Background: an optimization exercise with open tools, aiming at small area. Do not read the settings as production practice.
Only simulation tests tie the RTL to the original design; equivalence was not proved.

// FIR_low_pass_filter
module FIR_low_pass_filter(
	input clk,
	input rst,
	input [7:0]FIR_IN,
	output reg [16:0]FIR_OUT
);
reg [7:0] d0;
reg [7:0] d1;
reg [7:0] d2;
reg [7:0] d3;
reg [7:0] d4;
reg [7:0] d5;
reg [7:0] d6;
reg [7:0] d7;
reg [7:0] d8;
reg [7:0] d9;
always @(posedge clk or negedge rst)
	if (!rst) begin
		d0 <= 8'b0;
		d1 <= 8'b0;
		d2 <= 8'b0;
		d3 <= 8'b0;
		d4 <= 8'b0;
		d5 <= 8'b0;
		d6 <= 8'b0;
		d7 <= 8'b0;
		d8 <= 8'b0;
		d9 <= 8'b0;
	end else begin
		d0 <= FIR_IN;
		d1 <= d0;
		d2 <= d1;
		d3 <= d2;
		d4 <= d3;
		d5 <= d4;
		d6 <= d5;
		d7 <= d6;
		d8 <= d7;
		d9 <= d8;
	end
wire w1;
wire w2;
wire w4;
wire w5;
wire w7;
wire w9;
wire w11;
wire w13;
wire w15;
wire w17;
wire w19;
wire w20;
wire w22;
wire w24;
wire w26;
wire w28;
wire w30;
wire w32;
wire w34;
wire w35;
wire w37;
wire w39;
wire w41;
wire w43;
wire w45;
wire w47;
wire w49;
wire w50;
wire w52;
wire w54;
wire w56;
wire w58;
wire w59;
wire w61;
wire w62;
wire w64;
wire w65;
wire w67;
wire w68;
wire w70;
wire w71;
wire w73;
wire w74;
wire w76;
wire w78;
wire w80;
wire w82;
wire w84;
wire w86;
wire w88;
wire w89;
wire w91;
wire w93;
wire w95;
wire w97;
wire w98;
wire w100;
wire w101;
wire w103;
wire w104;
wire w106;
wire w107;
wire w109;
wire w111;
wire w113;
wire w115;
wire w117;
wire w119;
wire w121;
wire w122;
wire w124;
wire w126;
wire w128;
wire w130;
wire w132;
wire w134;
wire w136;
wire w137;
wire w139;
wire w141;
wire w143;
wire w145;
wire w146;
wire w148;
wire w149;
wire w151;
wire w153;
wire w155;
wire w157;
wire w159;
wire w161;
wire w163;
wire w164;
wire w166;
wire w168;
wire w170;
wire w172;
wire w174;
wire w176;
wire w178;
wire w179;
wire w181;
wire w183;
wire w185;
wire w187;
wire w189;
wire w191;
wire w193;
wire w194;
wire w196;
wire w198;
wire w200;
wire w202;
wire w203;
wire w205;
wire w206;
wire w208;
wire w210;
wire w212;
wire w214;
wire w216;
wire w218;
wire w220;
wire w221;
wire w223;
wire w225;
wire w227;
wire w229;
wire w231;
wire w233;
wire w235;
wire w236;
wire w238;
wire w240;
wire w242;
wire w244;
wire w246;
wire w248;
wire w250;
wire w251;
wire w253;
wire w255;
wire w257;
wire w259;
wire w261;
wire w263;
wire w265;
wire w266;
wire w268;
wire w269;
wire w271;
wire w272;
wire w274;
wire w275;
wire w277;
wire w279;
wire w281;
wire w283;
wire w285;
wire w287;
wire w289;
wire w290;
wire w292;
wire w294;
wire w296;
wire w298;
wire w300;
wire w302;
  ...
Size in the first run: roughly 380 cells after synthesis, ~97 flip-flops, roughly 27 I/O pins, roughly 5400 um^2 of cells after synthesis.
export LEC_CHECK = 0
export CAP_MARGIN = 20
export CORE_MARGIN = 2
export CORE_UTILIZATION = 40
export CTS_BUF_LIST = sky130_fd_sc_hd__clkbuf_8
export SLEW_MARGIN = 20
export SYNTH_HIERARCHICAL = 1
export SYNTH_MINIMUM_KEEP_SIZE = 0
create_clock -name core_clock -period 7.0 [get_ports {clk}]
standard.sh (not shown) runs the stock make flow with config.mk's settings and CLKGATE_MAP_FILE= SYNTH_SCRIPT=/design/flow/synth_recipe.tcl, a recipe that flattens the netlist after the stock synthesis.
==> flow/flow/run.sh <==
#!/bin/bash
# Own layout flow: the standard flow (standard.sh), synthesis unchanged, with
# these layout settings changed:
#  - ports are buffered with sky130_fd_sc_hd__buf_1 instead of the default buffer,
#  - CTS inserts no dummy loads (clock buffers clkbuf_8 as in config.mk),
#  - after global-route timing repair, non-critical cells are downsized
#    (ORFS RECOVER_POWER).
# Each step's full output goes to its own log file in this folder.
set -euo pipefail
bash standard.sh synth > synth.log 2>&1
bash standard.sh \
  BUFFER_PORTS_ARGS="-buffer_cell sky130_fd_sc_hd__buf_1" \
  CTS_ARGS="-sink_clustering_enable -repair_clock_nets -buf_list sky130_fd_sc_hd__clkbuf_8 -dont_use_dummy_load" \
  RECOVER_POWER=100 \
  finish > layout.log 2>&1
The starting point finished but fails on max-capacitance violations, max-slew violations.
Edit:
==> flow/run.sh (new file) <==
#!/bin/bash
# synth_recipe.tcl (not shown) runs the flow's synth.tcl, then flattens the netlist and writes it again
# the make line also repeats each setting of config.mk as NAME=value (left out here)
make -C /OpenROAD-flow-scripts/flow DESIGN_CONFIG=/design/flow/config.mk WORK_HOME=/design/flow/orfs CLKGATE_MAP_FILE= SYNTH_SCRIPT=/design/flow/synth_recipe.tcl finish
--- a/flow/config.mk
+++ b/flow/config.mk
@@ -8,6 +8,7 @@
 export CAP_MARGIN = 20
 export CORE_MARGIN = 2
-export CORE_UTILIZATION = 40
+export CORE_UTILIZATION = 65
 export CTS_BUF_LIST = sky130_fd_sc_hd__clkbuf_8
+export PLACE_DENSITY = 0.75
 export SLEW_MARGIN = 20
 export SYNTH_HIERARCHICAL = 1
removed: flow/flow/run.sh
removed: flow/standard.sh
Result: This time the run ran to the end with no violations. Synthesized area stays the same. Sequential share of layout area drops by 0.88 points. Cell count drops by roughly a tenth. Clock-buffer cell count does not change. Global-route usage climbs by 8.8 points. Cell area climbs by a few percent. Maximum frequency stays flat.

[separate check: timing with driven ports]
The results above use ideal ports. As a check the final layouts listed here were re-extracted and re-timed, cells and wires unchanged. Step 1 assumes that a clkbuf_16 drives the clock port and a buf_2 every other input. Step 2 moves the port delays by t, midway between the first and last clock arrival at a register: inputs arrive t later, outputs are due t later. That takes back most of the time a late clock gives input paths. Three values: ideal, step 1, step 2; two values: the first two.
| run | t (ns) | slack for setup (ns) | worst data-port slew with drivers (ns) | cell pins on the clock port's net |
|---|---|---|---|---|
| the first run | 0.397 | 0.361 / 0.361 / 0.361 | 0.03 | 1 |
| the second run | 0.396 | 0.358 / 0.358 / 0.358 | 0.03 | 1 |
